Source: an optimization exercise on an open RTL-to-GDS flow (aim: small area). Production flows keep margins and buffers that such runs may drop. The RTL was checked by simulation tests, not by an equivalence proof against the original design. Power is estimated from default activity; no workload was simulated.

$ cat flow/config.mk
export PLATFORM = sky130hd
export DESIGN_NAME = db_filter
export DESIGN_NICKNAME = db_filter
export VERILOG_FILES = /design/flow/design.v
export SDC_FILE = /design/flow/constraint.sdc
export NUM_CORES = 8
export LEC_CHECK = 0
export CAP_MARGIN = 20
export CORE_MARGIN = 2
export CORE_UTILIZATION = 70
export SLEW_MARGIN = 20
$ cat flow/constraint.sdc
create_clock -name core_clock -period 9.0 [get_ports {clk}]
set_input_delay 1.8000 -clock core_clock [delete_from_list [all_inputs] [get_ports {clk}]]
set_output_delay 1.8000 -clock core_clock [all_outputs]
set_load 0.01 [all_outputs]
$ cat flow/design.v
`timescale 1ns/100ps                                  
module db_tables ( idx, nalpha1, nts1, nbeta1, tc1, tc2, tc3 );
input  [5:0] idx;
output [7:0] nalpha1, nts1;
output [4:0] nbeta1, tc1, tc2, tc3;
reg    [7:0] nalpha1, nts1;
reg    [4:0] nbeta1, tc1, tc2, tc3;
always @(idx) begin
	case (idx)
	6'd0: begin nalpha1 = 8'd252; nts1 = 8'd253; nbeta1 = 5'd30; tc1 = 5'd0; tc2 = 5'd0; tc3 = 5'd0; end
	6'd1: begin nalpha1 = 8'd252; nts1 = 8'd253; nbeta1 = 5'd30; tc1 = 5'd0; tc2 = 5'd0; tc3 = 5'd0; end
	6'd2: begin nalpha1 = 8'd252; nts1 = 8'd253; nbeta1 = 5'd30; tc1 = 5'd0; tc2 = 5'd0; tc3 = 5'd0; end
	6'd3: begin nalpha1 = 8'd252; nts1 = 8'd253; nbeta1 = 5'd30; tc1 = 5'd0; tc2 = 5'd0; tc3 = 5'd0; end
	6'd4: begin nalpha1 = 8'd252; nts1 = 8'd253; nbeta1 = 5'd30; tc1 = 5'd0; tc2 = 5'd0; tc3 = 5'd0; end
	6'd5: begin nalpha1 = 8'd252; nts1 = 8'd253; nbeta1 = 5'd30; tc1 = 5'd0; tc2 = 5'd0; tc3 = 5'd0; end
	6'd6: begin nalpha1 = 8'd252; nts1 = 8'd253; nbeta1 = 5'd30; tc1 = 5'd0; tc2 = 5'd0; tc3 = 5'd0; end
	6'd7: begin nalpha1 = 8'd252; nts1 = 8'd253; nbeta1 = 5'd30; tc1 = 5'd0; tc2 = 5'd0; tc3 = 5'd0; end
	6'd8: begin nalpha1 = 8'd252; nts1 = 8'd253; nbeta1 = 5'd30; tc1 = 5'd0; tc2 = 5'd0; tc3 = 5'd0; end
	6'd9: begin nalpha1 = 8'd252; nts1 = 8'd253; nbeta1 = 5'd30; tc1 = 5'd0; tc2 = 5'd0; tc3 = 5'd0; end
	6'd10: begin nalpha1 = 8'd252; nts1 = 8'd253; nbeta1 = 5'd30; tc1 = 5'd0; tc2 = 5'd0; tc3 = 5'd0; end
	6'd11: begin nalpha1 = 8'd252; nts1 = 8'd253; nbeta1 = 5'd30; tc1 = 5'd0; tc2 = 5'd0; tc3 = 5'd0; end
	6'd12: begin nalpha1 = 8'd252; nts1 = 8'd253; nbeta1 = 5'd30; tc1 = 5'd0; tc2 = 5'd0; tc3 = 5'd0; end
	6'd13: begin nalpha1 = 8'd252; nts1 = 8'd253; nbeta1 = 5'd30; tc1 = 5'd0; tc2 = 5'd0; tc3 = 5'd0; end
	6'd14: begin nalpha1 = 8'd252; nts1 = 8'd253; nbeta1 = 5'd30; tc1 = 5'd0; tc2 = 5'd0; tc3 = 5'd0; end
	6'd15: begin nalpha1 = 8'd252; nts1 = 8'd253; nbeta1 = 5'd30; tc1 = 5'd0; tc2 = 5'd0; tc3 = 5'd0; end
	6'd16: begin nalpha1 = 8'd252; nts1 = 8'd253; nbeta1 = 5'd30; tc1 = 5'd0; tc2 = 5'd0; tc3 = 5'd0; end
	6'd17: begin nalpha1 = 8'd252; nts1 = 8'd253; nbeta1 = 5'd30; tc1 = 5'd0; tc2 = 5'd0; tc3 = 5'd1; end
	6'd18: begin nalpha1 = 8'd251; nts1 = 8'd253; nbeta1 = 5'd30; tc1 = 5'd0; tc2 = 5'd0; tc3 = 5'd1; end
	6'd19: begin nalpha1 = 8'd250; nts1 = 8'd253; nbeta1 = 5'd29; tc1 = 5'd0; tc2 = 5'd0; tc3 = 5'd1; end
	6'd20: begin nalpha1 = 8'd249; nts1 = 8'd253; nbeta1 = 5'd29; tc1 = 5'd0; tc2 = 5'd0; tc3 = 5'd1; end
	6'd21: begin nalpha1 = 8'd248; nts1 = 8'd252; nbeta1 = 5'd29; tc1 = 5'd0; tc2 = 5'd1; tc3 = 5'd1; end
	6'd22: begin nalpha1 = 8'd247; nts1 = 8'd252; nbeta1 = 5'd29; tc1 = 5'd0; tc2 = 5'd1; tc3 = 5'd1; end
	6'd23: begin nalpha1 = 8'd246; nts1 = 8'd252; nbeta1 = 5'd28; tc1 = 5'd1; tc2 = 5'd1; tc3 = 5'd1; end
	6'd24: begin nalpha1 = 8'd244; nts1 = 8'd251; nbeta1 = 5'd28; tc1 = 5'd1; tc2 = 5'd1; tc3 = 5'd1; end
	6'd25: begin nalpha1 = 8'd243; nts1 = 8'd251; nbeta1 = 5'd28; tc1 = 5'd1; tc2 = 5'd1; tc3 = 5'd1; end
	6'd26: begin nalpha1 = 8'd241; nts1 = 8'd251; nbeta1 = 5'd26; tc1 = 5'd1; tc2 = 5'd1; tc3 = 5'd1; end
	6'd27: begin nalpha1 = 8'd239; nts1 = 8'd250; nbeta1 = 5'd26; tc1 = 5'd1; tc2 = 5'd1; tc3 = 5'd2; end
	6'd28: begin nalpha1 = 8'd236; nts1 = 8'd249; nbeta1 = 5'd25; tc1 = 5'd1; tc2 = 5'd1; tc3 = 5'd2; end
	6'd29: begin nalpha1 = 8'd234; nts1 = 8'd249; nbeta1 = 5'd25; tc1 = 5'd1; tc2 = 5'd1; tc3 = 5'd2; end
	6'd30: begin nalpha1 = 8'd231; nts1 = 8'd248; nbeta1 = 5'd24; tc1 = 5'd1; tc2 = 5'd1; tc3 = 5'd2; end
	6'd31: begin nalpha1 = 8'd228; nts1 = 8'd247; nbeta1 = 5'd24; tc1 = 5'd1; tc2 = 5'd2; tc3 = 5'd3; end
	6'd32: begin nalpha1 = 8'd224; nts1 = 8'd246; nbeta1 = 5'd23; tc1 = 5'd1; tc2 = 5'd2; tc3 = 5'd3; end
	6'd33: begin nalpha1 = 8'd220; nts1 = 8'd245; nbeta1 = 5'd23; tc1 = 5'd2; tc2 = 5'd2; tc3 = 5'd3; end
	6'd34: begin nalpha1 = 8'd216; nts1 = 8'd244; nbeta1 = 5'd22; tc1 = 5'd2; tc2 = 5'd2; tc3 = 5'd4; end
	6'd35: begin nalpha1 = 8'd211; nts1 = 8'd243; nbeta1 = 5'd22; tc1 = 5'd2; tc2 = 5'd3; tc3 = 5'd4; end
	6'd36: begin nalpha1 = 8'd206; nts1 = 8'd242; nbeta1 = 5'd21; tc1 = 5'd2; tc2 = 5'd3; tc3 = 5'd4; end
	6'd37: begin nalpha1 = 8'd200; nts1 = 8'd240; nbeta1 = 5'd21; tc1 = 5'd3; tc2 = 5'd3; tc3 = 5'd5; end
	6'd38: begin nalpha1 = 8'd193; nts1 = 8'd239; nbeta1 = 5'd20; tc1 = 5'd3; tc2 = 5'd4; tc3 = 5'd6; end
	6'd39: begin nalpha1 = 8'd185; nts1 = 8'd237; nbeta1 = 5'd20; tc1 = 5'd3; tc2 = 5'd4; tc3 = 5'd6; end
	6'd40: begin nalpha1 = 8'd176; nts1 = 8'd234; nbeta1 = 5'd19; tc1 = 5'd4; tc2 = 5'd5; tc3 = 5'd7; end
	6'd41: begin nalpha1 = 8'd166; nts1 = 8'd232; nbeta1 = 5'd19; tc1 = 5'd4; tc2 = 5'd5; tc3 = 5'd8; end
	6'd42: begin nalpha1 = 8'd155; nts1 = 8'd229; nbeta1 = 5'd18; tc1 = 5'd4; tc2 = 5'd6; tc3 = 5'd9; end
	6'd43: begin nalpha1 = 8'd143; nts1 = 8'd226; nbeta1 = 5'd18; tc1 = 5'd5; tc2 = 5'd7; tc3 = 5'd10; end
	6'd44: begin nalpha1 = 8'd129; nts1 = 8'd223; nbeta1 = 5'd17; tc1 = 5'd6; tc2 = 5'd8; tc3 = 5'd11; end
	6'd45: begin nalpha1 = 8'd112; nts1 = 8'd218; nbeta1 = 5'd17; tc1 = 5'd6; tc2 = 5'd8; tc3 = 5'd13; end
	6'd46: begin nalpha1 = 8'd94; nts1 = 8'd214; nbeta1 = 5'd16; tc1 = 5'd7; tc2 = 5'd10; tc3 = 5'd14; end
	6'd47: begin nalpha1 = 8'd74; nts1 = 8'd209; nbeta1 = 5'd16; tc1 = 5'd8; tc2 = 5'd11; tc3 = 5'd16; end
	6'd48: begin nalpha1 = 8'd53; nts1 = 8'd204; nbeta1 = 5'd15; tc1 = 5'd9; tc2 = 5'd12; tc3 = 5'd18; end
	6'd49: begin nalpha1 = 8'd30; nts1 = 8'd198; nbeta1 = 5'd15; tc1 = 5'd10; tc2 = 5'd13; tc3 = 5'd20; end
	6'd50: begin nalpha1 = 8'd1; nts1 = 8'd191; nbeta1 = 5'd14; tc1 = 5'd11; tc2 = 5'd15; tc3 = 5'd23; end
	6'd51: begin nalpha1 = 8'd1; nts1 = 8'd191; nbeta1 = 5'd14; tc1 = 5'd13; tc2 = 5'd17; tc3 = 5'd25; end
	6'd52: begin nalpha1 = 8'd1; nts1 = 8'd191; nbeta1 = 5'd14; tc1 = 5'd13; tc2 = 5'd17; tc3 = 5'd25; end
	6'd53: begin nalpha1 = 8'd1; nts1 = 8'd191; nbeta1 = 5'd14; tc1 = 5'd13; tc2 = 5'd17; tc3 = 5'd25; end
	6'd54: begin nalpha1 = 8'd1; nts1 = 8'd191; nbeta1 = 5'd14; tc1 = 5'd13; tc2 = 5'd17; tc3 = 5'd25; end
	6'd55: begin nalpha1 = 8'd1; nts1 = 8'd191; nbeta1 = 5'd14; tc1 = 5'd13; tc2 = 5'd17; tc3 = 5'd25; end
	6'd56: begin nalpha1 = 8'd1; nts1 = 8'd191; nbeta1 = 5'd14; tc1 = 5'd13; tc2 = 5'd17; tc3 = 5'd25; end
	6'd57: begin nalpha1 = 8'd1; nts1 = 8'd191; nbeta1 = 5'd14; tc1 = 5'd13; tc2 = 5'd17; tc3 = 5'd25; end
	6'd58: begin nalpha1 = 8'd1; nts1 = 8'd191; nbeta1 = 5'd14; tc1 = 5'd13; tc2 = 5'd17; tc3 = 5'd25; end
	6'd59: begin nalpha1 = 8'd1; nts1 = 8'd191; nbeta1 = 5'd14; tc1 = 5'd13; tc2 = 5'd17; tc3 = 5'd25; end
	6'd60: begin nalpha1 = 8'd1; nts1 = 8'd191; nbeta1 = 5'd14; tc1 = 5'd13; tc2 = 5'd17; tc3 = 5'd25; end
	6'd61: begin nalpha1 = 8'd1; nts1 = 8'd191; nbeta1 = 5'd14; tc1 = 5'd13; tc2 = 5'd17; tc3 = 5'd25; end
	6'd62: begin nalpha1 = 8'd1; nts1 = 8'd191; nbeta1 = 5'd14; tc1 = 5'd13; tc2 = 5'd17; tc3 = 5'd25; end
	6'd63: begin nalpha1 = 8'd1; nts1 = 8'd191; nbeta1 = 5'd14; tc1 = 5'd13; tc2 = 5'd17; tc3 = 5'd25; end
	endcase
end
endmodule
module rca #(parameter W = 8) (a, b, ci, s, co);
input  [W-1:0] a, b;
input          ci;
output [W-1:0] s;
output         co;
wire   [W:0]   c;
assign c[0] = ci;
genvar i;
generate for (i = 0; i < W; i = i + 1) begin : bit_
	assign {c[i+1], s[i]} = a[i] + b[i] + c[i];
end endgenerate
assign co = c[W];
endmodule
module rcc #(parameter W = 8) (a, b, ci, co);
input  [W-1:0] a, b;
input          ci;
output         co;
wire   [W:0]   c;
assign c[0] = ci;
genvar i;
generate for (i = 0; i < W; i = i + 1) begin : bit_
	assign c[i+1] = (a[i] & b[i]) | (c[i] & (a[i] | b[i]));
end endgenerate
assign co = c[W];
endmodule
module beta_test (a, b, nbeta1, ok, dv);
input  [7:0] a, b;
input  [4:0] nbeta1;
output       ok;
output [5:0] dv;                      
wire [7:0] d;
wire       co;
rca #(8) sub (.a(a), .b(~b), .ci(1'b1), .s(d), .co(co));
wire s = ~co;                         
wire [4:0] x = d[4:0] ^ {5{s}};       
wire c5;
rcc #(5) cmp (.a(x), .b(nbeta1), .ci(s), .co(c5));
assign ok = ~c5 & (d[7:5] == {3{s}});
assign dv = {s, d[4:0]};
endmodule
module line_pre ( pix, en, nalpha1, nts1, nbeta1, tc0_l, ntc0_l, tc_c,
                  edge_on, ap, aq, con_s, dm, clip_l, clip_c, difp, difq );
input  [63:0] pix;       
input         en;        
input  [7:0]  nalpha1;   
input  [7:0]  nts1;      
input  [4:0]  nbeta1;    
input  [4:0]  tc0_l;     
input  [5:0]  ntc0_l;    
input  [4:0]  tc_c;      
output        edge_on, ap, aq, con_s;
output [5:0]  dm;
output        clip_l, clip_c;
output [5:0]  difp, difq;
wire [7:0] p2 = pix[55:48], p1 = pix[47:40], p0 = pix[39:32];
wire [7:0] q0 = pix[31:24], q1 = pix[23:16], q2 = pix[15:8];
wire [8:0] e;                                    
wire       e_co;
rca #(8) sub_e (.a(q0), .b(~p0), .ci(1'b1), .s(e[7:0]), .co(e_co));
assign e[8] = ~e_co;
wire       e_s = e[8];
wire [7:0] e_x = e[7:0] ^ {8{e_s}};
wire ca, cs;
rcc #(8) cmp_a (.a(e_x), .b(nalpha1), .ci(e_s), .co(ca));
rcc #(8) cmp_s (.a(e_x), .b(nts1),    .ci(e_s), .co(cs));
assign con_s = ~cs;
wire b_p1, b_q1;
wire [5:0] dp1, dq1, dp2, dq2;        
beta_test bt_p1 (.a(p1), .b(p0), .nbeta1(nbeta1), .ok(b_p1), .dv(dp1));
beta_test bt_q1 (.a(q1), .b(q0), .nbeta1(nbeta1), .ok(b_q1), .dv(dq1));
beta_test bt_p2 (.a(p2), .b(p0), .nbeta1(nbeta1), .ok(ap),   .dv(dp2));
beta_test bt_q2 (.a(q2), .b(q0), .nbeta1(nbeta1), .ok(aq),   .dv(dq2));
assign edge_on = en & ~ca & b_p1 & b_q1;
wire [8:0] u;                                    
wire       u_co;
rca #(8) sub_u (.a(p1), .b(~q1), .ci(1'b1), .s(u[7:0]), .co(u_co));
assign u[8] = ~u_co;
wire [9:0] w;
wire       w_co;
rca #(10) add_w (.a({e_s, e}), .b({u[8], u[8], u[8], u[8:2]}), .ci(1'b1), .s(w), .co(w_co));
wire [8:0] delta = w[9:1];
wire       s     = delta[8];
wire [7:0] y     = delta[7:0] ^ {8{s}};    
wire       big   = |y[7:5];                
assign dm = {s, delta[4:0]};
wire [4:0] dd;
wire       dc;
rca #(5) sub_d (.a(y[4:0]), .b(~tc0_l), .ci(s), .s(dd), .co(dc));
assign clip_l = big | (dc & ((~ap & ~aq) | ((ap ^ aq) & (|dd)) | (ap & aq & (|dd[4:1]))));
wire cc5;
rcc #(5) cmp_c (.a(y[4:0]), .b(~tc_c), .ci(s), .co(cc5));
assign clip_c = big | cc5;
wire [6:0] xp, xq;                               
wire       xp_co, xq_co;
rca #(7) sub_xp (.a({dp2[5], dp2}), .b(~{dp1, 1'b0}), .ci(1'b1), .s(xp), .co(xp_co));
rca #(7) sub_xq (.a({dq2[5], dq2}), .b(~{dq1, 1'b0}), .ci(1'b1), .s(xq), .co(xq_co));
wire [8:0] zp, zq;
wire       zp_co, zq_co;
rca #(9) add_zp (.a({xp[6], xp[6], xp}), .b({e[8], e[8:1]}), .ci(e[0]), .s(zp), .co(zp_co));
rca #(9) sub_zq (.a({xq[6], xq[6], xq}), .b(~{e[8], e[8:1]}), .ci(1'b1), .s(zq), .co(zq_co));
p1_pre pp (.t(zp[8:1]), .tc0(tc0_l), .ntc0(ntc0_l), .dif(difp));
p1_pre pq (.t(zq[8:1]), .tc0(tc0_l), .ntc0(ntc0_l), .dif(difq));
endmodule
module p1_pre (t, tc0, ntc0, dif);
input  [7:0] t;
input  [4:0] tc0;
input  [5:0] ntc0;
output [5:0] dif;
wire       t_s  = t[7];
wire [6:0] t_y  = t[6:0] ^ {7{t_s}};
wire       c5;
rcc #(5) cmp (.a(t_y[4:0]), .b(~tc0), .ci(t_s), .co(c5));
wire       clip = (|t_y[6:5]) | c5;
assign dif = clip ? (t_s ? ntc0 : {1'b0, tc0}) : t[5:0];
endmodule
module add_clip (x, z, ci, y);
input  [7:0] x;
input  [5:0] z;
input        ci;
output [7:0] y;
wire [4:0] lo;
wire       c5;
rca #(5) add_lo (.a(x[4:0]), .b(z[4:0]), .ci(ci), .s(lo), .co(c5));
wire [2:0] xh  = x[7:5];
wire [2:0] inc = {xh[2] ^ (xh[1] & xh[0]), xh[1] ^ xh[0], ~xh[0]};
wire [2:0] dec = {xh[2] ^ (~xh[1] & ~xh[0]), ~(xh[1] ^ xh[0]), ~xh[0]};
wire       sg  = z[5];
wire [2:0] hi  = (sg == c5) ? xh : (c5 ? inc : dec);
wire       ovf = ~sg & c5 & (&xh);
wire       unf = sg & ~c5 & ~(|xh);
assign y = ({hi, lo} | {8{ovf}}) & ~{8{unf}};
endmodule
module add_wrap (x, z, y);
input  [7:0] x;
input  [5:0] z;
output [7:0] y;
wire [4:0] lo;
wire       c5;
rca #(5) add_lo (.a(x[4:0]), .b(z[4:0]), .ci(1'b0), .s(lo), .co(c5));
wire [2:0] xh  = x[7:5];
wire [2:0] inc = {xh[2] ^ (xh[1] & xh[0]), xh[1] ^ xh[0], ~xh[0]};
wire [2:0] dec = {xh[2] ^ (~xh[1] & ~xh[0]), ~(xh[1] ^ xh[0]), ~xh[0]};
wire       sg  = z[5];
wire [2:0] hi  = (sg == c5) ? xh : (c5 ? inc : dec);
assign y = {hi, lo};
endmodule
module line_post ( pix, edge_on, ap, aq, con_s, dm, clip_l, clip_c, difp, difq,
                   t0, t1, t2, tcc, norm, strongf, chroma, pix_o );
input  [63:0] pix;       
input         edge_on;   
input         ap, aq;    
input         con_s;     
input  [5:0]  dm;        
input         clip_l;    
input         clip_c;    
input  [5:0]  difp, difq;  
input  [4:0]  t0, t1, t2;  
input  [4:0]  tcc;       
input         norm;      
input         strongf;   
input         chroma;
output [63:0] pix_o;
wire [7:0] p3 = pix[63:56], p2 = pix[55:48], p1 = pix[47:40], p0 = pix[39:32];
wire [7:0] q0 = pix[31:24], q1 = pix[23:16], q2 = pix[15:8],  q3 = pix[7:0];
wire luma = ~chroma;
wire fn   = edge_on & norm;
wire fs   = edge_on & strongf;
wire sp   = fs & ap & con_s & luma;
wire sq   = fs & aq & con_s & luma;
wire [4:0] tc_l = (ap & aq) ? t2 : ((ap | aq) ? t1 : t0);
wire [4:0] tcs  = chroma ? tcc : tc_l;
wire       clip = chroma ? clip_c : clip_l;
wire       s    = dm[5];
wire [5:0] z    = fn ? {s, (clip ? (tcs ^ {5{s}}) : dm[4:0])} : 6'd0;
wire       zc   = fn & clip & s;
wire [7:0] p0n, q0n;
add_clip ac_p0 (.x(p0), .z(z),  .ci(zc),  .y(p0n));
add_clip ac_q0 (.x(q0), .z(~z), .ci(~zc), .y(q0n));
wire [7:0] p1n, q1n;
add_wrap aw_p1 (.x(p1), .z((fn & ap & luma) ? difp : 6'd0), .y(p1n));
add_wrap aw_q1 (.x(q1), .z((fn & aq & luma) ? difq : 6'd0), .y(q1n));
wire [8:0] pq1, ep, eq;
rca #(8) add_pq1 (.a(p1), .b(q1), .ci(1'b0), .s(pq1[7:0]), .co(pq1[8]));
rca #(8) add_ep  (.a(p1), .b(p0), .ci(1'b1), .s(ep[7:0]),  .co(ep[8]));
rca #(8) add_eq  (.a(q1), .b(q0), .ci(1'b1), .s(eq[7:0]),  .co(eq[8]));
wire [9:0] cc;
rca #(9) add_c (.a(ep), .b(eq), .ci(1'b0), .s(cc[8:0]), .co(cc[9]));
wire [7:0] p0s, p1s, p2s, q0s, q1s, q2s, p0c, q0c;
strong_side ssp (.x3(p3), .x2(p2), .y0(q0), .e(ep), .pq1(pq1), .cc(cc), .y0s(p0s), .y1s(p1s), .y2s(p2s), .y0c(p0c));
strong_side ssq (.x3(q3), .x2(q2), .y0(p0), .e(eq), .pq1(pq1), .cc(cc), .y0s(q0s), .y1s(q1s), .y2s(q2s), .y0c(q0c));
wire [7:0] p0o = fs ? (sp ? p0s : p0c) : p0n;
wire [7:0] q0o = fs ? (sq ? q0s : q0c) : q0n;
wire [7:0] p1o = sp ? p1s : p1n;
wire [7:0] q1o = sq ? q1s : q1n;
wire [7:0] p2o = sp ? p2s : p2;
wire [7:0] q2o = sq ? q2s : q2;
assign pix_o = {p3, p2o, p1o, p0o, q0o, q1o, q2o, q3};
endmodule
module strong_side (x3, x2, y0, e, pq1, cc, y0s, y1s, y2s, y0c);
input  [7:0] x3, x2, y0;
input  [8:0] e, pq1;
input  [9:0] cc;
output [7:0] y0s, y1s, y2s, y0c;
wire [8:0] f;
rca #(8) add_f (.a(x2), .b(y0), .ci(1'b0), .s(f[7:0]), .co(f[8]));
wire [9:0] s;
rca #(9) add_s (.a(e), .b(f), .ci(1'b1), .s(s[8:0]), .co(s[9]));
assign y1s = s[9:2];
wire [10:0] t0;
rca #(10) add_0 (.a(s), .b(cc), .ci(1'b0), .s(t0[9:0]), .co(t0[10]));
assign y0s = t0[10:3];
wire [8:0] m;
rca #(8) add_m (.a(x3), .b(x2), .ci(1'b1), .s(m[7:0]), .co(m[8]));
wire [10:0] t2;
rca #(10) add_2 (.a(s), .b({m, 1'b0}), .ci(1'b0), .s(t2[9:0]), .co(t2[10]));
assign y2s = t2[10:3];
wire [9:0] x;
rca #(9) add_x (.a(e), .b(pq1), .ci(1'b1), .s(x[8:0]), .co(x[9]));
assign y0c = x[9:2];
endmodule
module db_filter ( clk,
					 rst, 
					 bs_luma,
					 bs_chroma_1, 
					 bs_chroma_2, 
                     qp1_i, qp2_i,
					 select,
					 p3_1_i, p2_1_i, p1_1_i, p0_1_i, q0_1_i, q1_1_i, q2_1_i, q3_1_i,
                     p3_2_i, p2_2_i, p1_2_i, p0_2_i, q0_2_i, q1_2_i, q2_2_i, q3_2_i,
                     p3_3_i, p2_3_i, p1_3_i, p0_3_i, q0_3_i, q1_3_i, q2_3_i, q3_3_i,
                     p3_4_i, p2_4_i, p1_4_i, p0_4_i, q0_4_i, q1_4_i, q2_4_i, q3_4_i,
					 p3_1_o, p2_1_o, p1_1_o, p0_1_o, q0_1_o, q1_1_o, q2_1_o, q3_1_o,
                     p3_2_o, p2_2_o, p1_2_o, p0_2_o, q0_2_o, q1_2_o, q2_2_o, q3_2_o,
                     p3_3_o, p2_3_o, p1_3_o, p0_3_o, q0_3_o, q1_3_o, q2_3_o, q3_3_o,
                     p3_4_o, p2_4_o, p1_4_o, p0_4_o, q0_4_o, q1_4_o, q2_4_o, q3_4_o
                    );
input clk;
input rst;
input [2:0] bs_luma;
input [2:0] bs_chroma_1;
input [2:0] bs_chroma_2;
input [5:0] qp1_i, qp2_i;
input select;                  
input [7:0] p3_1_i, p2_1_i, p1_1_i, p0_1_i, q0_1_i, q1_1_i, q2_1_i, q3_1_i;
input [7:0] p3_2_i, p2_2_i, p1_2_i, p0_2_i, q0_2_i, q1_2_i, q2_2_i, q3_2_i;
input [7:0] p3_3_i, p2_3_i, p1_3_i, p0_3_i, q0_3_i, q1_3_i, q2_3_i, q3_3_i;
input [7:0] p3_4_i, p2_4_i, p1_4_i, p0_4_i, q0_4_i, q1_4_i, q2_4_i, q3_4_i;
output [7:0] p3_1_o, p2_1_o, p1_1_o, p0_1_o, q0_1_o, q1_1_o, q2_1_o, q3_1_o;
output [7:0] p3_2_o, p2_2_o, p1_2_o, p0_2_o, q0_2_o, q1_2_o, q2_2_o, q3_2_o;
output [7:0] p3_3_o, p2_3_o, p1_3_o, p0_3_o, q0_3_o, q1_3_o, q2_3_o, q3_3_o;
output [7:0] p3_4_o, p2_4_o, p1_4_o, p0_4_o, q0_4_o, q1_4_o, q2_4_o, q3_4_o;
wire [6:0] qpav1 = qp1_i + qp2_i + 7'd1;
wire [5:0] index = qpav1[6:1];
wire [255:0] pix_i = {p3_1_i, p2_1_i, p1_1_i, p0_1_i, q0_1_i, q1_1_i, q2_1_i, q3_1_i,
                      p3_2_i, p2_2_i, p1_2_i, p0_2_i, q0_2_i, q1_2_i, q2_2_i, q3_2_i,
                      p3_3_i, p2_3_i, p1_3_i, p0_3_i, q0_3_i, q1_3_i, q2_3_i, q3_3_i,
                      p3_4_i, p2_4_i, p1_4_i, p0_4_i, q0_4_i, q1_4_i, q2_4_i, q3_4_i};
reg valid_1, valid_2;
always @(posedge clk or negedge rst) begin
	if(!rst) begin
		valid_1 <= 1'b0;
		valid_2 <= 1'b0;
	end
	else begin
		valid_1 <= 1'b1;
		valid_2 <= valid_1;
	end
end
reg [255:0] pix_1;
reg [5:0]   index_1;
reg [2:0]   bsl_1, bsc1_1, bsc2_1;
always @(posedge clk)
	pix_1   <= pix_i;
always @(posedge clk or negedge rst) begin
	if(!rst) begin
		index_1 <= 0;
		bsl_1   <= 0;
		bsc1_1  <= 0;
		bsc2_1  <= 0;
	end
	else begin
		index_1 <= index;
		bsl_1   <= bs_luma;
		bsc1_1  <= bs_chroma_1;
		bsc2_1  <= bs_chroma_2;
	end
end
wire       en = index_1[5] | index_1[4];      
wire [7:0] nalpha1, nts1;
wire [4:0] nbeta1, tc1, tc2, tc3;
db_tables tab (.idx(index_1), .nalpha1(nalpha1), .nts1(nts1), .nbeta1(nbeta1), .tc1(tc1), .tc2(tc2), .tc3(tc3));
wire [4:0] tc0_l  = bsl_1[1]  ? (bsl_1[0]  ? tc3 : tc2) : tc1;
wire [4:0] tc0_c1 = bsc1_1[1] ? (bsc1_1[0] ? tc3 : tc2) : tc1;
wire [4:0] tc0_c2 = bsc2_1[1] ? (bsc2_1[0] ? tc3 : tc2) : tc1;
wire [5:0] ntc0_l = 6'd0 - {1'b0, tc0_l};
wire [4:0] tc_c1  = tc0_c1 + 5'd1;
wire [4:0] tc_c2  = tc0_c2 + 5'd1;
wire [3:0] edge_on, ap, aq, con_s, clip_lm, clip_cm;
wire [23:0] dm, difp, difq;
line_pre pre1 (.pix(pix_1[255:192]), .en(en), .nalpha1(nalpha1), .nts1(nts1), .nbeta1(nbeta1), .tc0_l(tc0_l), .ntc0_l(ntc0_l), .tc_c(tc_c1),
               .edge_on(edge_on[3]), .ap(ap[3]), .aq(aq[3]), .con_s(con_s[3]), .dm(dm[23:18]), .clip_l(clip_lm[3]), .clip_c(clip_cm[3]), .difp(difp[23:18]), .difq(difq[23:18]));
line_pre pre2 (.pix(pix_1[191:128]), .en(en), .nalpha1(nalpha1), .nts1(nts1), .nbeta1(nbeta1), .tc0_l(tc0_l), .ntc0_l(ntc0_l), .tc_c(tc_c1),
               .edge_on(edge_on[2]), .ap(ap[2]), .aq(aq[2]), .con_s(con_s[2]), .dm(dm[17:12]), .clip_l(clip_lm[2]), .clip_c(clip_cm[2]), .difp(difp[17:12]), .difq(difq[17:12]));
line_pre pre3 (.pix(pix_1[127:64]),  .en(en), .nalpha1(nalpha1), .nts1(nts1), .nbeta1(nbeta1), .tc0_l(tc0_l), .ntc0_l(ntc0_l), .tc_c(tc_c2),
               .edge_on(edge_on[1]), .ap(ap[1]), .aq(aq[1]), .con_s(con_s[1]), .dm(dm[11:6]),  .clip_l(clip_lm[1]), .clip_c(clip_cm[1]), .difp(difp[11:6]),  .difq(difq[11:6]));
line_pre pre4 (.pix(pix_1[63:0]),    .en(en), .nalpha1(nalpha1), .nts1(nts1), .nbeta1(nbeta1), .tc0_l(tc0_l), .ntc0_l(ntc0_l), .tc_c(tc_c2),
               .edge_on(edge_on[0]), .ap(ap[0]), .aq(aq[0]), .con_s(con_s[0]), .dm(dm[5:0]),    .clip_l(clip_lm[0]), .clip_c(clip_cm[0]), .difp(difp[5:0]),    .difq(difq[5:0]));
wire norm_l    = (bsl_1  == 3'd1) | (bsl_1  == 3'd2) | (bsl_1  == 3'd3);
wire norm_c1   = (bsc1_1 == 3'd1) | (bsc1_1 == 3'd2) | (bsc1_1 == 3'd3);
wire norm_c2   = (bsc2_1 == 3'd1) | (bsc2_1 == 3'd2) | (bsc2_1 == 3'd3);
wire strong_l  = (bsl_1  == 3'd4);
wire strong_c1 = (bsc1_1 == 3'd4);
wire strong_c2 = (bsc2_1 == 3'd4);
reg [255:0] pix_2;
reg [3:0]   edge_on_2, ap_2, aq_2, con_s_2, clip_l_2, clip_c_2;
reg [23:0]  dm_2, difp_2, difq_2;
reg [4:0]   tc0_l_2, tc_c1_2, tc_c2_2;
reg         norm_l_2, norm_c1_2, norm_c2_2, strong_l_2, strong_c1_2, strong_c2_2;
always @(posedge clk) begin
		pix_2      <= pix_1;
		edge_on_2  <= edge_on;
		ap_2       <= ap;
		aq_2       <= aq;
		con_s_2    <= con_s;
		clip_l_2   <= clip_lm;
		clip_c_2   <= clip_cm;
		dm_2       <= dm;
		difp_2     <= difp;
		difq_2     <= difq;
		tc0_l_2    <= tc0_l;
		tc_c1_2    <= tc_c1;
		tc_c2_2    <= tc_c2;
		norm_l_2   <= norm_l;
		norm_c1_2  <= norm_c1;
		norm_c2_2  <= norm_c2;
		strong_l_2 <= strong_l;
		strong_c1_2<= strong_c1;
		strong_c2_2<= strong_c2;
end
wire [4:0] t1 = tc0_l_2 + 5'd1;
wire [4:0] t2 = tc0_l_2 + 5'd2;
wire norm_a   = select ? norm_c1_2   : norm_l_2;
wire norm_b   = select ? norm_c2_2   : norm_l_2;
wire strong_a = select ? strong_c1_2 : strong_l_2;
wire strong_b = select ? strong_c2_2 : strong_l_2;
wire [255:0] pix_o;
line_post post1 (.pix(pix_2[255:192]), .edge_on(edge_on_2[3]), .ap(ap_2[3]), .aq(aq_2[3]), .con_s(con_s_2[3]), .dm(dm_2[23:18]), .clip_l(clip_l_2[3]), .clip_c(clip_c_2[3]),
                 .difp(difp_2[23:18]), .difq(difq_2[23:18]), .t0(tc0_l_2), .t1(t1), .t2(t2), .tcc(tc_c1_2), .norm(norm_a), .strongf(strong_a), .chroma(select), .pix_o(pix_o[255:192]));
line_post post2 (.pix(pix_2[191:128]), .edge_on(edge_on_2[2]), .ap(ap_2[2]), .aq(aq_2[2]), .con_s(con_s_2[2]), .dm(dm_2[17:12]), .clip_l(clip_l_2[2]), .clip_c(clip_c_2[2]),
                 .difp(difp_2[17:12]), .difq(difq_2[17:12]), .t0(tc0_l_2), .t1(t1), .t2(t2), .tcc(tc_c1_2), .norm(norm_a), .strongf(strong_a), .chroma(select), .pix_o(pix_o[191:128]));
line_post post3 (.pix(pix_2[127:64]),  .edge_on(edge_on_2[1]), .ap(ap_2[1]), .aq(aq_2[1]), .con_s(con_s_2[1]), .dm(dm_2[11:6]),  .clip_l(clip_l_2[1]), .clip_c(clip_c_2[1]),
                 .difp(difp_2[11:6]),  .difq(difq_2[11:6]),  .t0(tc0_l_2), .t1(t1), .t2(t2), .tcc(tc_c2_2), .norm(norm_b), .strongf(strong_b), .chroma(select), .pix_o(pix_o[127:64]));
line_post post4 (.pix(pix_2[63:0]),    .edge_on(edge_on_2[0]), .ap(ap_2[0]), .aq(aq_2[0]), .con_s(con_s_2[0]), .dm(dm_2[5:0]),    .clip_l(clip_l_2[0]), .clip_c(clip_c_2[0]),
                 .difp(difp_2[5:0]),   .difq(difq_2[5:0]),   .t0(tc0_l_2), .t1(t1), .t2(t2), .tcc(tc_c2_2), .norm(norm_b), .strongf(strong_b), .chroma(select), .pix_o(pix_o[63:0]));
assign {p3_1_o, p2_1_o, p1_1_o, p0_1_o, q0_1_o, q1_1_o, q2_1_o, q3_1_o,
        p3_2_o, p2_2_o, p1_2_o, p0_2_o, q0_2_o, q1_2_o, q2_2_o, q3_2_o,
        p3_3_o, p2_3_o, p1_3_o, p0_3_o, q0_3_o, q1_3_o, q2_3_o, q3_3_o,
        p3_4_o, p2_4_o, p1_4_o, p0_4_o, q0_4_o, q1_4_o, q2_4_o, q3_4_o} = pix_o & {256{valid_2}};
endmodule
$ cat flow/flow/run.sh
#!/bin/bash
set -euo pipefail
HERE=$(pwd)
FLOWDIR=$HERE/flow

# ORFS synth.tcl with the ABC script replaced by ours
sed -e "s#-script \$abc_script#-script $FLOWDIR/abc_area.script#" \
    $FLOW_HOME/scripts/synth_preamble.tcl > $HERE/my_synth_preamble.tcl
sed -e "s#source \$::env(SCRIPTS_DIR)/synth_preamble.tcl#source $HERE/my_synth_preamble.tcl#" \
    -e "s#extract_fa {\*}\[dont_use_extract_fa_args\]#extract_fa -fa#" \
    $FLOW_HOME/scripts/synth.tcl > $HERE/my_synth.tcl
grep -q "my_synth_preamble.tcl" $HERE/my_synth.tcl
grep -q "extract_fa -fa" $HERE/my_synth.tcl
grep -q "$FLOWDIR/abc_area.script" $HERE/my_synth_preamble.tcl
# The standard flow's synthesis script, sourcing the modified synth.tcl
sed -e "s#source \$::env(SCRIPTS_DIR)/synth.tcl#source $HERE/my_synth.tcl#" \
    $HERE/synth_recipe.tcl > $HERE/my_synth_recipe.tcl
grep -q "my_synth.tcl" $HERE/my_synth_recipe.tcl
# standard.sh with our synthesis script
sed -e "s#SYNTH_SCRIPT=[^ ]*#SYNTH_SCRIPT=$HERE/my_synth_recipe.tcl#" $HERE/standard.sh > $HERE/my_standard.sh
grep -q "my_synth_recipe.tcl" $HERE/my_standard.sh

export SYNTH_ARGS="-noabc"
export BUFFER_PORTS_ARGS="-buffer_cell sky130_fd_sc_hd__buf_1"
if [[ -s $FLOWDIR/cts_args.txt ]]; then
  export CTS_ARGS="$(cat $FLOWDIR/cts_args.txt)"
fi
bash $HERE/my_standard.sh > $HERE/standard.log 2>&1
$ cat flow/flow/abc_area.script
strash
dch -f
amap -A 1000 -F 1000
$ cat flow/flow/cts_args.txt
-sink_clustering_enable -repair_clock_nets -dont_use_dummy_load -buf_list sky130_fd_sc_hd__clkbuf_8 -sink_clustering_size 16 -sink_clustering_max_diameter 60
$ cat flow/standard.sh
#!/bin/bash
# synth_recipe.tcl (not shown) runs the flow's synth.tcl, then flattens the netlist and writes it again
# the make line also repeats each setting of config.mk as NAME=value (left out here)
make -C /OpenROAD-flow-scripts/flow DESIGN_CONFIG=/design/flow/config.mk WORK_HOME=/design/flow/orfs CLKGATE_MAP_FILE= SYNTH_SCRIPT=/design/flow/synth_recipe.tcl "${@:-finish}"
==> results.sh, run 1 <==
export IMPL_status="finished clean"
export IMPL_crit_family="adder cells"
export IMPL_grt_pass1_vias=38300
export IMPL_initial_core_util=0.705
export IMPL_fp_row_count=92
export IMPL_pin_count=536
export IMPL_drive_gt1_frac=0.0498
export IMPL_slowest_stage="fa_1"
export IMPL_drt_total_wl_mm=144
export IMPL_worstMarginPinSlew_ns=1.23
export IMPL_hold_end="pix_2[255]"
export IMPL_coreArea_um2=62700
export IMPL_power_density_nw_per_um2=252
export IMPL_cp_end_kind="primary output"
export IMPL_ys_warnings_count=2
export IMPL_p_leak_nw=18.0
export IMPL_fin_crit_sh=0.979
export IMPL_critPathBufInv=2
export IMPL_top_layer="met4"
export IMPL_h_tree_depth=2
export IMPL_finalNonFillerCells=5751
export IMPL_skew_ns=0.119
export IMPL_wl_met2_mm=67.0
export IMPL_fmax_ghz=0.113
export IMPL_clk_path_buf_depth=3
export IMPL_placed_area_um2=47800
export IMPL_grt_pass1_wl_mm=220
export IMPL_r2r_end="clip_l_2[2]"
export IMPL_synth_edf_count=0
export IMPL_fin_area_um2=48900
export IMPL_root_buffer="clkbuf_8"
export IMPL_slew_headroom=0.179
export IMPL_regArea_um2=13000
export IMPL_crit_arrival_ns=7.01
export IMPL_ys_seq_area_frac=0.294
export IMPL_viasPerCell=6.56
export IMPL_min_path_type="reg -> reg"
export IMPL_die_width_um=255
export IMPL_rr_worst_depth=24
export IMPL_cts_tree="built"
export IMPL_firstDrtPassIters=9
export IMPL_overflow=0
export IMPL_die_h_um=255
export IMPL_gp_congestion=1.01
export IMPL_syn_area_um2=44200
export IMPL_crit_chain="clkinv_2 -> nand2_1 -> fa_2 -> fa_1 -> fa_1 -> fa_1 -> fa_2 -> fa_1 -> fa_1 -> fa_2 -> fa_1 -> fa_1 -> fa_1 -> a22oi_1 -> o22a_1 -> nor2_1 -> buf_1"
export IMPL_route_met3_wl_mm=16.6
export IMPL_numCtsBuffers=55
export IMPL_gr_usage_all_layers=0.446
export IMPL_dp_cells=5685
export IMPL_rrSetupSlack_ns=0.60
export IMPL_synth_ff_type="dfxtp_1"
export IMPL_slew_violations=0
export IMPL_min_period_ns=8.81
export IMPL_syn_area_per_cell_um2=10.4
export IMPL_critPathMaxFanout=4
export IMPL_ctsHoldBuffers=0
export IMPL_criticalPathCategory="reg -> out"
export IMPL_vias=37700
export IMPL_syn_num_nets=5365
export IMPL_syn_to_final_growth_pct=10.5
export IMPL_worst_hold_slack_ns=0.268
export IMPL_wl_met1_mm=52.2
export IMPL_nets=6021
export IMPL_min_from="pix_1[255]"
export IMPL_clk_pin_slew_ns=0.10
export IMPL_nFillCells=4210
export IMPL_maxCapViolations=0
export IMPL_final_setup_viol_count=0
export IMPL_vdd_drop_max_mv=0.213
export IMPL_holdPathStages=0
export IMPL_synth_cells=4248
export IMPL_synthDistinctLibCells=50
export IMPL_critPathRequiredTime_ns=7.20
export IMPL_max_stage_delay_ns=0.52
export IMPL_grt_antenna_before_repair=3
export IMPL_fin_setup_tns_ns=0
export IMPL_hold_viol=0
export IMPL_portBuffers=535
export IMPL_timing_rr_start="pix_1[144]"
export IMPL_crit_top_cell="fa_1"
export IMPL_async_reset_ff_frac=0.0263
export IMPL_drtIter0Drc=4866
export IMPL_final_core_util=0.779
export IMPL_wl_per_cell_um=25.1
export IMPL_dp_hpwl_mm=117
export IMPL_cts_sinks=646
export IMPL_die_area_um2=65200
export IMPL_grt_max_degree=159
export IMPL_critPathLaunchType="flip-flop"
export IMPL_multi_input_area_um2=29600
export IMPL_ys_seq_elements=646
export IMPL_clk_latency_ns=0.75
export IMPL_postRouteAntennaNets=0
export IMPL_drc_errors=0
## per-stage QoR
stage / setup slack, ns / power, mW
2_1_floorplan: 0.470 / 8.49
3_3_place_gp: 0.502 / 10.1
3_5_place_dp: 0.114 / 10.5
4_1_cts: 0.00434 / 12.0
5_1_grt: -0.000231 / 13.2
6_report: 0.186 / 12.3
## final cells by class
cell class              instances  share of cell area
inverters                     512              0.0398
well taps                     846              0.0217
flip-flops and latches        646               0.266
repair buffers                599              0.0512
clock buffers                  55              0.0155
diodes                          3            0.000154
multi-input cells            3090               0.605
## per-layer routing
layer | global-route usage | vias up
met4 | 0.228 | 0
met5 | 0 | -
met1 | 0.595 | 18200
met2 | 0.697 | 2874
met3 | 0.0980 | 606
li1 | - | 16000
## worst max-delay path by stage
| stage | slack (ns) | from | cells past startpoint | end |
|---|---|---|---|---|
| final | 0.19 | pix_2[32] | 17 | q0_4_o[6] |
| after global routing | -0.0002 | pix_2[32] | 17 | q0_4_o[6] |
| after CTS | 0.004 | pix_2[160] | 17 | q0_2_o[6] |
| after detailed placement | 0.11 | select | 18 | q0_3_o[1] |
| after global placement | 0.50 | select | 18 | q0_3_o[3] |
| after floorplan | 0.47 | select | 9 | q0_2_o[7] |
## flip-flops by register name, indices dropped and copies added (netlist names), 4 cells and up
signal     flops
pix_1        256
pix_2        256
difp_2        24
difq_2        24
dm_2          24
index_1        6
tc0_l_2        5
tc_c1_2        5
tc_c2_2        5
ap_2           4
aq_2           4
clip_c_2       4
clip_l_2       4
con_s_2        4
edge_on_2      4
## synthesized netlist by cell type (all sizes together) (3+ instances only)
library cell | instances | share of area
a222oi | 57 | 0.013
and4 | 10 | 0.0020
o21ai | 271 | 0.031
nand2 | 192 | 0.016
xnor2 | 4 | 0.00079
dfxtp | 629 | 0.28
nand4 | 17 | 0.0024
nor2 | 585 | 0.050
a41oi | 5 | 0.00099
fa | 837 | 0.38
o311ai | 4 | 0.00079
dfrtp | 17 | 0.0096
and2 | 4 | 0.00057
a221o | 13 | 0.0029
nand3 | 24 | 0.0027
nor2b | 96 | 0.014
o221ai | 41 | 0.0081
o32ai | 4 | 0.00079
or2 | 11 | 0.0016
o32a | 8 | 0.0018
o31ai | 6 | 0.0010
a31oi | 13 | 0.0018
a22oi | 191 | 0.032
o22ai | 159 | 0.022
o22a | 81 | 0.016
a211oi | 17 | 0.0029
and3 | 7 | 0.00099
or3 | 5 | 0.00071
a21oi | 273 | 0.031
a22o | 8 | 0.0016
o2111ai | 3 | 0.00059
nand2b | 6 | 0.00085
a221oi | 7 | 0.0014
o21a | 27 | 0.0046
o41ai | 4 | 0.00079
nor4 | 30 | 0.0042
nor3 | 36 | 0.0041
o221a | 20 | 0.0051
clkinv | 512 | 0.043
## cell usage in the layout (no fill, tap or decap), types with 17 or more instances in the layout
| cell | Yosys | final |
|---|---|---|
| fa_1 | 837 | 780 |
| dfxtp_1 | 629 | 623 |
| nor2_1 | 585 | 572 |
| buf_1 | 0 | 528 |
| clkinv_1 | 512 | 488 |
| a21oi_1 | 273 | 272 |
| o21ai_0 | 271 | 258 |
| nand2_1 | 192 | 190 |
| a22oi_1 | 191 | 187 |
| o22ai_1 | 159 | 158 |
| nor2b_1 | 96 | 96 |
| o22a_1 | 81 | 81 |
| buf_4 | 0 | 63 |
| a222oi_1 | 57 | 57 |
| fa_2 | 0 | 57 |
| clkbuf_8 | 0 | 55 |
| o221ai_1 | 41 | 41 |
| nor3_1 | 36 | 36 |
| o21a_1 | 27 | 27 |
| nand3_1 | 24 | 24 |
| nor4_1 | 30 | 22 |
| o221a_1 | 20 | 20 |
| nand4_1 | 17 | 17 |
| a211oi_1 | 17 | 17 |
| dfrtp_1 | 17 | 17 |
## report_power, final
part	leakage, nW	total, mW	switching, mW	internal (mW)
Clock	0.395	1.49	0.948	0.541
Sequential	5.50	3.47	0.280	3.19
Combinational	12.2	7.36	4.26	3.10
## logic make-up (layout without fill, tap and decap cells)
| group | count (synthesis) | count (layout) | share of synthesized area |
|---|---|---|---|
| and+or+nand+nor | 1025 | 1025 | 0.100 |
| DFF | 646 | 646 | 0.294 |
| adders and majority gates | 837 | 837 | 0.379 |
| AOI/OAI and AO/OA | 1221 | 1221 | 0.182 |
| xor gates and xnor gates | 6 | 6 | 0.00119 |
| buffers and inverters | 512 | 1166 | 0.0434 |
| other | 1 | 4 | 0.0000848 |
## what timing repair did
| item | 4_1_cts | 5_1_grt |
|---|---|---|
| pin swaps | 4 | 8 |
| endpoints found under the setup margin | 16 | 38 |
| gates resized for setup | 40 | 81 |
| setup buffers | 3 | 5 |
==> inputs of run 2 (changes only) <==
--- a/flow/config.mk
+++ b/flow/config.mk
@@ -9,3 +9,3 @@
 export CORE_MARGIN = 2
-export CORE_UTILIZATION = 70
+export CORE_UTILIZATION = 60
 export SLEW_MARGIN = 20
==> run 2 against run 1 <==
Setup slack worse by 0.0084 ns; highest routed layer unchanged; sequential power is essentially flat; largest cell class unchanged; sequential share of layout area decreased by 0.15 points; critical endpoint is now p0_3_o[6]; clock skew down 0.059 ns; synthesized cell count did not move; synthesized area is the same.
==> results.sh, run 2 <==
export IMPL_status="finished clean"
export IMPL_min_from="pix_1[128]"
export IMPL_fmax_ghz=0.113
export IMPL_syn_num_nets=5365
export IMPL_syn_area_um2=44200
export IMPL_internal_power_mw=6.82
export IMPL_ys_warnings_count=2
export IMPL_slew_violations=0
export IMPL_critPathLaunchType="flip-flop"
export IMPL_syn_to_final_growth_pct=11.1
export IMPL_async_reset_ff_frac=0.0263
export IMPL_clk_latency_ns=0.74
export IMPL_drt_total_wl_mm=143
export IMPL_yosysMostFrequentCell="fa_1"
export IMPL_wl_per_cell_um=24.4
export IMPL_crit_start="pix_2[88]"
export IMPL_switching_share=0.442
export IMPL_p_leak_nw=18.1
export IMPL_drtIter0Drc=4110
export IMPL_hold_end="pix_2[128]"
export IMPL_firstDrtPassIters=8
export IMPL_yosys_top_cells_count="fa_1, dfxtp_1, nor2_1, clkinv_1, a21oi_1"
export IMPL_synth_top_cell_by_area="fa_1"
export IMPL_root_buffer="clkbuf_8"
export IMPL_h_tree_depth=2
export IMPL_slew_headroom=0.225
export IMPL_gr_usage_all_layers=0.381
export IMPL_initial_core_util=0.606
export IMPL_synth_edf_count=0
export IMPL_fin_setup_tns_ns=0
export IMPL_clk_pin_slew_ns=0.09
export IMPL_holdPathStages=0
export IMPL_die_h_um=276
export IMPL_p_clk_frac=0.127
export IMPL_cts_tree="built"
export IMPL_synth_ff_type="dfxtp_1"
export IMPL_numCtsBuffers=60
export IMPL_hold_viol=0
export IMPL_fp_row_count=99
export IMPL_maxCapViolations=0
export IMPL_critPathMaxFanout=5
export IMPL_nets=6035
export IMPL_grt_max_degree=147
export IMPL_skew_ns=0.0607
export IMPL_criticalPathCategory="reg -> out"
export IMPL_min_path_type="reg -> reg"
export IMPL_grt_pass1_vias=35900
export IMPL_gp_congestion=1.06
export IMPL_finalPower_mw=12.2
export IMPL_fin_crit_sh=0.980
export IMPL_worstMarginPinSlew_ns=1.15
export IMPL_critPathRequiredTime_ns=7.20
export IMPL_combPwrFrac=0.588
export IMPL_grt_pass1_wl_mm=215
export IMPL_overflow=0
export IMPL_cts_sinks=646
export IMPL_ys_seq_elements=646
export IMPL_syn_area_per_cell_um2=10.4
export IMPL_die_width_um=276
export IMPL_switching_power_mw=5.40
export IMPL_vdd_drop_max_mv=0.167
export IMPL_crit_arrival_ns=7.02
export IMPL_drive_gt1_frac=0.0517
export IMPL_largestRegisters="pix_1 x256, pix_2 x256"
export IMPL_worst_hold_slack_ns=0.287
export IMPL_viasPerCell=6.15
export IMPL_min_period_ns=8.82
export IMPL_synth_top_cell_area_share=0.379
export IMPL_drc_errors=0
export IMPL_dp_hpwl_mm=118
export IMPL_layout_commonest_cell="fa_1"
export IMPL_final_setup_viol_count=0
export IMPL_cp_end_kind="primary output"
export IMPL_rrSetupSlack_ns=0.66
export IMPL_layout_cells_most_common_list="fa_1, dfxtp_1, nor2_1"
export IMPL_timing_rr_start="pix_1[144]"
export IMPL_vias=36100
export IMPL_portBuffers=535
export IMPL_ys_seq_area_frac=0.294
export IMPL_synthDistinctLibCells=50
export IMPL_rr_worst_depth=24
export IMPL_ctsHoldBuffers=0
export IMPL_postRouteAntennaNets=0
export IMPL_r2r_end="clip_l_2[2]"
export IMPL_synth_cells=4248
export IMPL_synth_area_leaders="fa_1, dfxtp_1, nor2_1"
export IMPL_clk_path_buf_depth=3
export IMPL_power_density_nw_per_um2=249
export IMPL_grt_antenna_before_repair=3
export IMPL_die_area_um2=75900
export IMPL_p_seq_frac=0.285
export IMPL_pin_count=536
export IMPL_coreArea_um2=73000
[run 2: cell counts after synthesis]
Identical to the previous run, type by type.
[run 2: power by group through the flow]
stage	clock, mW	sequential, mW	combinational (mW)
final	1.55	3.48	7.19
after global routing	1.68	3.51	8.00
after CTS	1.58	3.48	6.97
after detailed placement	0	3.55	6.91
after global placement	0	3.54	6.74
after floorplan	0	3.41	5.08
[run 2: repair_timing]
item / 4_1_cts / 5_1_grt
pin swaps: 4 / 5
cloned: 0 / 0
endpoints found under the setup margin: 14 / 61
resized for setup: 32 / 86
endpoints found under the hold margin: 0 / 0
setup buffers: 4 / 4
[run 2: worst max-delay path by stage]
| stage | endpoint | cells after the start | slack [ns] |
|---|---|---|---|
| finish | p0_3_o[6] | 17 | 0.18 |
| global route | q0_3_o[7] | 17 | -0.05 |
| global placement | p0_2_o[3] | 18 | 0.28 |
| CTS | p0_1_o[6] | 17 | 0.004 |
| detailed placement | p0_2_o[4] | 18 | 0.07 |
| floorplan | q0_2_o[7] | 9 | 0.47 |
[run 2: cell families (layout without fill, tap and decap cells)]
logic type / Yosys count / in the layout / synth area share
flops: 646 / 646 / 0.294
simple gates: 1025 / 1025 / 0.100
xor+xnor: 6 / 6 / 0.00119
compound gates: 1221 / 1221 / 0.182
other cells: 1 / 4 / 0.0000848
buf+inv: 512 / 1180 / 0.0434
fa+ha+maj: 837 / 837 / 0.379
[run 2: critical path, stage by stage, from the launching register on]
cell and delay (ns):
dfxtp_1 0.35, clkinvlp_4 0.15, nor2_2 0.14, fa_1 0.45
fa_1 0.49, fa_2 0.38, fa_2 0.39, fa_1 0.57
fa_1 0.45, fa_1 0.46, fa_1 0.47, fa_1 0.47
fa_1 0.46, fa_1 0.52, a22oi_1 0.08, o22a_1 0.23
nor2_1 0.08, buf_1 0.16
[run 2: per-stage QoR]
stage               area, µm²  cells   util  setup slack (ns)
CTS                     48900   5871  0.671           0.00385
floorplan               44200   4248      -             0.470
finish                  49200   5878  0.674             0.177
detailed placement      48000   5807  0.658            0.0727
global route            49200   5877  0.674           -0.0484
global placement        48000   5807  0.658             0.278
[run 2: cell type report]
cell class	count	area, µm²
multi-input cells	3090	29600
clock buffers	60	826
well taps	959	1200
inverters	512	1950
fillers	5916	23800
repair buffers	608	2570
flip-flops and latches	646	13000
diodes	3	7.51
[run 2: per-layer routing]
metal  part of all wire  wire length, µm  global-route usage
met1               0.40            57300               0.537
met2               0.47            67100               0.600
met3              0.089            12700              0.0602
met4              0.042             6060               0.147
met5                  0                0                   0
==> inputs of run 3 (changes only) <==
--- a/flow/config.mk
+++ b/flow/config.mk
@@ -9,3 +9,3 @@
 export CORE_MARGIN = 2
-export CORE_UTILIZATION = 60
+export CORE_UTILIZATION = 65
 export SLEW_MARGIN = 20
==> run 3 against run 2 <==
Setup slack better by 0.026 ns; highest routed layer is now met5; utilization up 5.4 points; global-route usage up 2.8 points; clock skew up 0.018 ns; synthesized area unchanged; clock power down 4%.
==> results.sh, run 3 <==
export IMPL_grt_pass1_vias=37100
export IMPL_ys_warnings_count=2
export IMPL_pin_count=536
export IMPL_grt_max_degree=148
export IMPL_p_leak_nw=18.1
export IMPL_status="finished clean"
export IMPL_root_buffer="clkbuf_8"
export IMPL_postRouteAntennaNets=0
export IMPL_critPathLaunchType="flip-flop"
export IMPL_async_reset_ff_frac=0.0263
export IMPL_die_width_um=265
export IMPL_cp_end_kind="primary output"
export IMPL_coreArea_um2=67300
export IMPL_clk_pin_slew_ns=0.10
export IMPL_firstDrtPassIters=9
export IMPL_synth_area_leaders="fa_1, dfxtp_1, nor2_1"
export IMPL_worst_hold_slack_ns=0.274
export IMPL_finalNonFillerCells=5784
export IMPL_regArea_um2=13000
export IMPL_syn_area_per_cell_um2=10.4
export IMPL_rsz0062_at_grt="true"
export IMPL_critPathMaxFanout=4
export IMPL_drc_errors=0
export IMPL_critPathBufInv=2
export IMPL_nFillCells=5021
export IMPL_clk_latency_ns=0.72
export IMPL_critPathRequiredTime_ns=7.20
export IMPL_synth_cells=4248
export IMPL_dp_hpwl_mm=118
export IMPL_synth_top_cell_area_share=0.379
export IMPL_crit_family="adder cells"
export IMPL_layout_cells_most_common_list="fa_1, dfxtp_1, nor2_1"
export IMPL_synth_top_cell_by_area="fa_1"
export IMPL_hold_viol=0
export IMPL_slew_headroom=0.170
export IMPL_maxCapViolations=0
export IMPL_syn_num_nets=5365
export IMPL_cts_sinks=646
export IMPL_fp_row_count=95
export IMPL_min_path_type="reg -> reg"
export IMPL_ys_seq_elements=646
export IMPL_synth_edf_count=0
export IMPL_synthDistinctLibCells=50
export IMPL_viasPerCell=6.35
export IMPL_slew_violations=0
export IMPL_syn_area_um2=44200
export IMPL_crit_chain="clkinv_1 -> nor2_2 -> fa_1 -> fa_1 -> fa_1 -> fa_1 -> fa_1 -> fa_2 -> fa_1 -> fa_1 -> fa_2 -> fa_1 -> fa_1 -> a22oi_2 -> o22a_1 -> nor2_1 -> buf_2"
export IMPL_criticalPathCategory="reg -> out"
export IMPL_die_area_um2=70200
export IMPL_synth_ff_type="dfxtp_1"
export IMPL_ctsHoldBuffers=0
export IMPL_grt_antenna_before_repair=3
export IMPL_drive_gt1_frac=0.0509
export IMPL_yosys_top_cells_count="fa_1, dfxtp_1, nor2_1, clkinv_1, a21oi_1"
export IMPL_drtIter0Drc=4444
export IMPL_worstMarginPinSlew_ns=1.25
export IMPL_max_stage_delay_ns=0.54
export IMPL_vias=36700
export IMPL_portBuffers=535
export IMPL_ys_seq_area_frac=0.294
export IMPL_cts_tree="built"
export IMPL_grt_pass1_wl_mm=216
export IMPL_fin_setup_tns_ns=0
export IMPL_multi_input_area_um2=29600
export IMPL_dp_cells=5719
export IMPL_min_period_ns=8.80
export IMPL_rrSetupSlack_ns=0.57
export IMPL_power_density_nw_per_um2=250
export IMPL_finalPower_mw=12.3
export IMPL_fin_area_um2=49000
export IMPL_initial_core_util=0.658
export IMPL_largestRegisters="pix_1 x256, pix_2 x256"
export IMPL_h_tree_depth=2
export IMPL_slowest_stage="fa_1"
export IMPL_drt_total_wl_mm=143
export IMPL_placed_area_um2=47900
export IMPL_die_h_um=265
export IMPL_fmax_ghz=0.114
export IMPL_wl_per_cell_um=24.7
export IMPL_gr_usage_all_layers=0.409
export IMPL_overflow=0
export IMPL_syn_to_final_growth_pct=10.7
export IMPL_clk_path_buf_depth=3
export IMPL_crit_top_cell="fa_1"
export IMPL_layout_commonest_cell="fa_1"
export IMPL_crit_arrival_ns=7.00
export IMPL_fin_crit_sh=0.977
export IMPL_numCtsBuffers=55
export IMPL_nets=6028
export IMPL_skew_ns=0.0784
export IMPL_final_setup_viol_count=0
export IMPL_vdd_drop_max_mv=0.185
export IMPL_yosysMostFrequentCell="fa_1"
export IMPL_gp_congestion=1.01
-- run 3: cell types whose count changed in the layout (fill, tap and decap cells not counted), sizes merged --
cell      previous run  this run
clkbuf              68        63
clkinvlp             3         0
buf                600       598
inv                 13        15
clkinv             496       497
diode                3         2
-- run 3: worst paths after layout --
kind	start	endpoint	cells after the start
min in group asynchronous	rst	bsc1_1[0]	2
worst max register to register	pix_1[161]	difp_2[16]	25
worst min register to register	pix_1[129]	pix_2[129]	0
worst min-delay path	pix_1[129]	pix_2[129]	0
worst max-delay path	pix_2[160]	q0_2_o[6]	17
max in group asynchronous	rst	index_1[4]	2
-- run 3: report_power, final --
part | internal [mW] | switching (mW)
clock network | 0.542 | 0.953
registers | 3.19 | 0.265
logic | 3.08 | 4.23
total | 6.82 | 5.44
-- run 3: what timing repair did --
action	in CTS	in global routing
setup buffers	2	5
pin swaps	3	6
endpoints found under the hold margin	0	0
resized for setup	34	88
endpoints found under the setup margin	13	42
-- run 3: per-stage QoR --
stage | setup slack (ns) | util
6_report | 0.203 | 0.728
5_1_grt | -0.0233 | 0.728
4_1_cts | 0.00231 | 0.725
3_5_place_dp | 0.245 | 0.712
3_3_place_gp | 0.417 | 0.712
2_1_floorplan | 0.470 | -
-- run 3: routing by layer --
metal	track usage	wire length, µm	vias up
li1	-	-	16000
met1	0.553	54700	18000
met2	0.646	67100	2259
met3	0.0896	14400	438
met4	0.176	6710	2
met5	0	7	-
-- run 3: area by class of cell --
cell class,count,share of cell area
multi-input combinational,3090,0.604
sequential,646,0.266
timing repair buffer,606,0.0521
inverter,512,0.0396
tap,873,0.0223
clock buffer,55,0.0155
antenna,2,0.000102
-- run 3: logic make-up after synthesis --
family,after synthesis,synth area share
AO/OA/AOI/OAI,1221,0.182
XOR/XNOR,6,0.00119
adder cells (fa/ha/maj),837,0.379
buffers and inverters,512,0.0434
flip-flops,646,0.294
other,1,0.0000848
AND/OR/NAND/NOR,1025,0.100

separate check: timing with driven ports:
Ports are ideal in the flow. The routed layouts listed here were re-timed in OpenROAD. Step 1 (the two cells are an assumption about what drives the block):
set clk [get_ports {clk}]
set_driving_cell -lib_cell sky130_fd_sc_hd__clkbuf_16 $clk
set_driving_cell -lib_cell sky130_fd_sc_hd__buf_2 [delete_from_list [all_inputs] $clk]
Step 2 adds t to the input delays and takes it off the output delays; t is the mean of the earliest and latest rising clock arrival at the registers after step 1. Input paths then give back, and output paths get back, about the clock's delay inside the block. Three values: no drivers, after step 1, after step 2; two values: the first two.
| run | t, ns | setup WS [ns] | latest minus earliest clock arrival (ns) | pins driven straight from the clock port |
|---|---|---|---|---|
| run 1 | 0.757 | 0.186 / 0.120 / 0.216 | 0.123 / 0.123 | 1 |
| run 2 | 0.768 | 0.177 / 0.108 / 0.180 | 0.087 / 0.087 | 1 |
| run 3 | 0.754 | 0.203 / 0.141 / 0.235 | 0.099 / 0.098 | 1 |
After both steps setup and hold are still met in every run listed.
